Background: an optimization exercise with open tools, aiming at small area and a short achievable clock period. Do not read the settings as production practice. Only simulation tests tie the RTL to the original design; equivalence was not proved.

==> trial 15: inputs <==
==> flow/design.v <==
module decode(
	clk,
	rst_n,
	data_in,
	data_out
	);
	input clk;
	input rst_n;
	input [1:0] data_in;	 
	output reg data_out;
	reg [4:0] m;
	reg [3:0] dec;
	reg [5:0] p0, p1, p2, p3;
	reg [15:0] lf;
	reg old;	 
	wire clr = (lf == 16'h1a00);
	wire [15:0] lf_nx = {lf[14:0], lf[15]^lf[13]^lf[12]^lf[10]^clr};
	wire [6:0] q0 = {dec[0] ? p2 : p0, dec[0]};
	wire [6:0] q1 = {dec[1] ? p2 : p0, dec[1]};
	wire [6:0] q2 = {dec[2] ? p3 : p1, dec[2]};
	wire [6:0] q3 = {dec[3] ? p3 : p1, dec[3]};
	reg [8:0] tn0, tn1, tn2, tn3;
	always @(*) begin
		case (m)
			5'd0: begin tn0 = {5'd6, 4'b1010}; tn1 = {5'd7, 4'b1000}; tn2 = {5'd7, 4'b0100}; tn3 = {5'd6, 4'b1001}; end
			5'd6: begin tn0 = {5'd3, 4'b0010}; tn1 = {5'd9, 4'b1000}; tn2 = {5'd11, 4'b0100}; tn3 = {5'd5, 4'b0001}; end
			5'd7: begin tn0 = {5'd5, 4'b1110}; tn1 = {5'd11, 4'b1011}; tn2 = {5'd9, 4'b0111}; tn3 = {5'd3, 4'b1101}; end
			5'd3: begin tn0 = {5'd24, 4'b1010}; tn1 = {5'd0, 4'b1000}; tn2 = {5'd0, 4'b0100}; tn3 = {5'd16, 4'b1001}; end
			5'd9: begin tn0 = {5'd16, 4'b1010}; tn1 = {5'd0, 4'b1011}; tn2 = {5'd0, 4'b0111}; tn3 = {5'd24, 4'b1001}; end
			5'd11: begin tn0 = {5'd0, 4'b1110}; tn1 = {5'd17, 4'b1000}; tn2 = {5'd25, 4'b0100}; tn3 = {5'd0, 4'b1101}; end
			5'd5: begin tn0 = {5'd0, 4'b0010}; tn1 = {5'd25, 4'b1000}; tn2 = {5'd17, 4'b0100}; tn3 = {5'd0, 4'b0001}; end
			5'd24: begin tn0 = {5'd28, 4'b0000}; tn1 = {5'd4, 4'b1000}; tn2 = {5'd8, 4'b0100}; tn3 = {5'd20, 4'b0000}; end
			5'd16: begin tn0 = {5'd12, 4'b0010}; tn1 = {5'd27, 4'b1000}; tn2 = {5'd21, 4'b0000}; tn3 = {5'd30, 4'b0001}; end
			5'd17: begin tn0 = {5'd30, 4'b1110}; tn1 = {5'd21, 4'b1011}; tn2 = {5'd27, 4'b1111}; tn3 = {5'd12, 4'b1101}; end
			5'd25: begin tn0 = {5'd20, 4'b1110}; tn1 = {5'd8, 4'b1011}; tn2 = {5'd4, 4'b0111}; tn3 = {5'd28, 4'b1101}; end
			5'd28: begin tn0 = {5'd2, 4'b1000}; tn1 = {5'd6, 4'b1000}; tn2 = {5'd6, 4'b0100}; tn3 = {5'd14, 4'b1000}; end
			5'd4: begin tn0 = {5'd6, 4'b0010}; tn1 = {5'd9, 4'b1000}; tn2 = {5'd11, 4'b0100}; tn3 = {5'd6, 4'b0001}; end
			5'd8: begin tn0 = {5'd3, 4'b1010}; tn1 = {5'd7, 4'b1000}; tn2 = {5'd7, 4'b0100}; tn3 = {5'd5, 4'b1001}; end
			5'd20: begin tn0 = {5'd7, 4'b0010}; tn1 = {5'd31, 4'b1000}; tn2 = {5'd15, 4'b0000}; tn3 = {5'd7, 4'b0001}; end
			5'd12: begin tn0 = {5'd6, 4'b1110}; tn1 = {5'd11, 4'b1000}; tn2 = {5'd9, 4'b0100}; tn3 = {5'd6, 4'b1101}; end
			5'd27: begin tn0 = {5'd14, 4'b1010}; tn1 = {5'd6, 4'b1011}; tn2 = {5'd6, 4'b0111}; tn3 = {5'd2, 4'b1001}; end
			5'd21: begin tn0 = {5'd7, 4'b1110}; tn1 = {5'd15, 4'b1000}; tn2 = {5'd31, 4'b1100}; tn3 = {5'd7, 4'b1101}; end
			5'd30: begin tn0 = {5'd5, 4'b1010}; tn1 = {5'd7, 4'b1011}; tn2 = {5'd7, 4'b0111}; tn3 = {5'd3, 4'b1001}; end
			5'd2: begin tn0 = {5'd2, 4'b0000}; tn1 = {5'd10, 4'b1000}; tn2 = {5'd26, 4'b0100}; tn3 = {5'd14, 4'b0000}; end
			5'd14: begin tn0 = {5'd1, 4'b0010}; tn1 = {5'd31, 4'b0000}; tn2 = {5'd15, 4'b0000}; tn3 = {5'd13, 4'b0001}; end
			5'd31: begin tn0 = {5'd14, 4'b1111}; tn1 = {5'd26, 4'b1011}; tn2 = {5'd10, 4'b0111}; tn3 = {5'd2, 4'b1111}; end
			5'd15: begin tn0 = {5'd13, 4'b1110}; tn1 = {5'd15, 4'b1111}; tn2 = {5'd31, 4'b1111}; tn3 = {5'd1, 4'b1101}; end
			5'd10: begin tn0 = {5'd3, 4'b0010}; tn1 = {5'd19, 4'b1000}; tn2 = {5'd23, 4'b0000}; tn3 = {5'd5, 4'b0001}; end
			5'd26: begin tn0 = {5'd29, 4'b0000}; tn1 = {5'd9, 4'b1000}; tn2 = {5'd11, 4'b0100}; tn3 = {5'd22, 4'b0000}; end
			5'd1: begin tn0 = {5'd5, 4'b1110}; tn1 = {5'd23, 4'b1011}; tn2 = {5'd19, 4'b1111}; tn3 = {5'd3, 4'b1101}; end
			5'd13: begin tn0 = {5'd22, 4'b1110}; tn1 = {5'd11, 4'b1011}; tn2 = {5'd9, 4'b0111}; tn3 = {5'd29, 4'b1101}; end
			5'd19: begin tn0 = {5'd16, 4'b0010}; tn1 = {5'd4, 4'b1011}; tn2 = {5'd8, 4'b0111}; tn3 = {5'd24, 4'b0001}; end
			5'd23: begin tn0 = {5'd12, 4'b1110}; tn1 = {5'd17, 4'b1000}; tn2 = {5'd25, 4'b0100}; tn3 = {5'd30, 4'b1101}; end
			5'd29: begin tn0 = {5'd24, 4'b1110}; tn1 = {5'd8, 4'b1000}; tn2 = {5'd4, 4'b0100}; tn3 = {5'd16, 4'b1101}; end
			5'd22: begin tn0 = {5'd30, 4'b0010}; tn1 = {5'd25, 4'b1011}; tn2 = {5'd17, 4'b0111}; tn3 = {5'd12, 4'b0001}; end
			default: begin tn0 = {5'd0, 4'b0000}; tn1 = tn0; tn2 = tn0; tn3 = tn0; end
		endcase
	end
	reg [8:0] tn;
	always @(*)
		case (data_in)
			2'd0: tn = tn0;
			2'd1: tn = tn1;
			2'd2: tn = tn2;
			default: tn = tn3;
		endcase
	wire [4:0] mn = tn[8:4];
	wire [3:0] dn = tn[3:0];
	reg [7:0] sl;
	always @(*) begin
		case (m)
			5'd0: sl = {2'd2, 2'd3, 2'd1, 2'd0};
			5'd6: sl = {2'd0, 2'd1, 2'd1, 2'd0};
			5'd7: sl = {2'd2, 2'd3, 2'd3, 2'd2};
			5'd3: sl = {2'd0, 2'd0, 2'd0, 2'd0};
			5'd9: sl = {2'd2, 2'd2, 2'd2, 2'd2};
			5'd11: sl = {2'd2, 2'd3, 2'd3, 2'd0};
			5'd5: sl = {2'd2, 2'd1, 2'd1, 2'd0};
			5'd24: sl = {2'd0, 2'd0, 2'd0, 2'd0};
			5'd16: sl = {2'd0, 2'd1, 2'd1, 2'd0};
			5'd17: sl = {2'd2, 2'd3, 2'd3, 2'd2};
			5'd25: sl = {2'd2, 2'd2, 2'd2, 2'd2};
			5'd28: sl = {2'd0, 2'd0, 2'd0, 2'd0};
			5'd4: sl = {2'd2, 2'd1, 2'd1, 2'd0};
			5'd8: sl = {2'd0, 2'd3, 2'd1, 2'd0};
			5'd20: sl = {2'd1, 2'd1, 2'd1, 2'd1};
			5'd12: sl = {2'd2, 2'd3, 2'd3, 2'd0};
			5'd27: sl = {2'd2, 2'd2, 2'd2, 2'd2};
			5'd21: sl = {2'd3, 2'd3, 2'd3, 2'd3};
			5'd30: sl = {2'd2, 2'd3, 2'd1, 2'd2};
			5'd2: sl = {2'd0, 2'd0, 2'd0, 2'd0};
			5'd14: sl = {2'd1, 2'd1, 2'd1, 2'd1};
			5'd31: sl = {2'd2, 2'd2, 2'd2, 2'd2};
			5'd15: sl = {2'd3, 2'd3, 2'd3, 2'd3};
			5'd10: sl = {2'd0, 2'd1, 2'd1, 2'd0};
			5'd26: sl = {2'd0, 2'd1, 2'd1, 2'd0};
			5'd1: sl = {2'd2, 2'd3, 2'd3, 2'd2};
			5'd13: sl = {2'd2, 2'd3, 2'd3, 2'd2};
			5'd19: sl = {2'd2, 2'd2, 2'd2, 2'd2};
			5'd23: sl = {2'd0, 2'd3, 2'd3, 2'd0};
			5'd29: sl = {2'd0, 2'd0, 2'd0, 2'd0};
			5'd22: sl = {2'd2, 2'd1, 2'd1, 2'd2};
			default: sl = 8'd0;
		endcase
	end
	wire [3:0] b8 = {q3[6], q2[6], q1[6], q0[6]};
	wire [3:0] cand = {b8[sl[7:6]], b8[sl[5:4]], b8[sl[3:2]], b8[sl[1:0]]};
	always @(posedge clk or negedge rst_n)
		if (!rst_n) begin
			lf <= 16'h3400;
			old <= 1'b0;
			m <= 5'd0;
			data_out <= 1'b0;
		end else begin
			lf <= lf_nx;
			old <= ~clr & (old | lf[7]);
			m <= clr ? 5'd0 : mn;
			data_out <= ~clr & old & cand[data_in];
		end
	always @(posedge clk) begin
		dec <= dn;
		p0 <= q0[5:0];
		p1 <= q1[5:0];
		p2 <= q2[5:0];
		p3 <= q3[5:0];
	end
endmodule
==> flow/run.sh <==
#!/bin/bash
# synth_recipe.tcl (not shown) runs the flow's synth.tcl, then flattens the netlist and writes it again
# the make line also repeats each setting of config.mk as NAME=value (left out here)
make -C /OpenROAD-flow-scripts/flow DESIGN_CONFIG=/design/flow/config.mk WORK_HOME=/design/flow/orfs CLKGATE_MAP_FILE= SYNTH_SCRIPT=/design/flow/synth_recipe.tcl finish
==> flow/config.mk <==
export PLATFORM = sky130hd
export DESIGN_NAME = decode
export DESIGN_NICKNAME = decode
export VERILOG_FILES = /design/flow/design.v
export SDC_FILE = /design/flow/constraint.sdc
export NUM_CORES = 4
export LEC_CHECK = 0
export ABC_CLOCK_PERIOD_IN_PS = 2500
export CAP_MARGIN = 20
export CORE_MARGIN = 2
export CORE_UTILIZATION = 65
export PLACE_DENSITY = 0.75
export SETUP_SLACK_MARGIN = 4.0
export SLEW_MARGIN = 20
==> flow/constraint.sdc <==
create_clock -name core_clock -period 6.0 [get_ports {clk}]
set_input_delay 1.2000 -clock core_clock [delete_from_list [all_inputs] [get_ports {clk}]]
set_output_delay 1.2000 -clock core_clock [all_outputs]
set_load 0.01 [all_outputs]
==> trial 66: changes against trial 15 <==
==> flow/flow/run.sh (new file) <==
#!/bin/bash
# Layout flow: the standard flow, except that synthesis leaves half and
# full adders to abc as plain logic (no ADDER_MAP_FILE) instead of
# extracting them into adder cells.
set -euo pipefail
bash standard.sh ADDER_MAP_FILE= finish > make_finish.log 2>&1
==> flow/standard.sh (new file) <==
#!/bin/bash
# synth_recipe.tcl (not shown) runs the flow's synth.tcl, then flattens the netlist and writes it again
# the make line also repeats each setting of config.mk as NAME=value (left out here)
make -C /OpenROAD-flow-scripts/flow DESIGN_CONFIG=/design/flow/config.mk WORK_HOME=/design/flow/orfs CLKGATE_MAP_FILE= SYNTH_SCRIPT=/design/flow/synth_recipe.tcl "${@:-finish}"
--- a/flow/config.mk
+++ b/flow/config.mk
@@ -7,2 +7,3 @@
 export LEC_CHECK = 0
+export ABC_AREA = 1
 export ABC_CLOCK_PERIOD_IN_PS = 2500
@@ -12,3 +13,3 @@
 export PLACE_DENSITY = 0.75
-export SETUP_SLACK_MARGIN = 4.0
+export SETUP_SLACK_MARGIN = 3.6
 export SLEW_MARGIN = 20
removed: flow/run.sh
==> trial 3: changes against trial 15 <==
==> flow/flow/run.sh (new file) <==
#!/bin/bash
# Layout flow: the standard flow, except that synthesis leaves half and
# full adders to abc as plain logic (no ADDER_MAP_FILE) instead of
# extracting them into adder cells.
set -euo pipefail
bash standard.sh ADDER_MAP_FILE= finish > make_finish.log 2>&1
==> flow/standard.sh (new file) <==
#!/bin/bash
# synth_recipe.tcl (not shown) runs the flow's synth.tcl, then flattens the netlist and writes it again
# the make line also repeats each setting of config.mk as NAME=value (left out here)
make -C /OpenROAD-flow-scripts/flow DESIGN_CONFIG=/design/flow/config.mk WORK_HOME=/design/flow/orfs CLKGATE_MAP_FILE= SYNTH_SCRIPT=/design/flow/synth_recipe.tcl "${@:-finish}"
--- a/flow/config.mk
+++ b/flow/config.mk
@@ -12,3 +12,3 @@
 export PLACE_DENSITY = 0.75
-export SETUP_SLACK_MARGIN = 4.0
+export SETUP_SLACK_MARGIN = 3.6
 export SLEW_MARGIN = 20
removed: flow/run.sh
==> qor summary <==
	trial 15	trial 3	trial 66
Later-pin clock latency in the skew report	320 ps	310 ps	300 ps
Sequential share of cell area	0.291	0.361	0.385
Final Util	0.788	0.716	0.689
Cell depth of the worst flop-to-flop path	8	7	10
Tightest Pin Transition	556 ps	516 ps	916 ps
Global-route total usage across every layer	0.361	0.306	0.321
Launching point of the worst reg2reg path	m[1]	m[2]	m[4]
Master of the slowest instance on the critical path	dfrtp_4	dfrtp_2	clkdlybuf4s50_1
Result of the run	timing/DRC/antenna clean	timing/DRC/antenna clean	timing/DRC/antenna clean
CP peak stage delay	540 ps	490 ps	560 ps
Area overhead of the layout relative to synthesis	18.9%	4.42%	3.68%
Basic-gate share of the synthesized area counting and, or, nand and nor cells	0.170	0.189	0.346
Initial DRC count	588	528	307
Number of global-route vias before repair	2886	2439	2617
Total number of cells along the worst setup path	8	7	7

-- static timing again, ports no longer ideal --
No port has a modelled driver above. Below, the same layouts with a new extraction and two added sets of constraints.
Step 1 assumes that a clkbuf_16 drives the clock port and a buf_2 every other input.
Step 2 also shifts input and output timing later by t, the mid clock arrival at the registers, as if the neighbouring blocks saw the same clock.
Slacks: ideal ports / drivers / drivers and shift; pairs: ideal ports / drivers.
| run | shift t [ns] | setup slack, ns | worst setup path at the end | slew at the worst register clock pin (ns) |
|---|---|---|---|---|
| trial 15 | 0.340 | 3.664 / 3.664 / 3.611 | input to register | 0.10 / 0.10 |
| trial 66 | 0.324 | 3.635 / 3.626 / 3.309 | input to register | 0.09 / 0.09 |
| trial 3 | 0.330 | 3.677 / 3.677 / 3.381 | input to register | 0.10 / 0.10 |
After both steps setup and hold are still met in every run listed. The setup slack of trial 66, which loses most, moves by -0.009 ns with the drivers and by -0.326 ns with both steps.
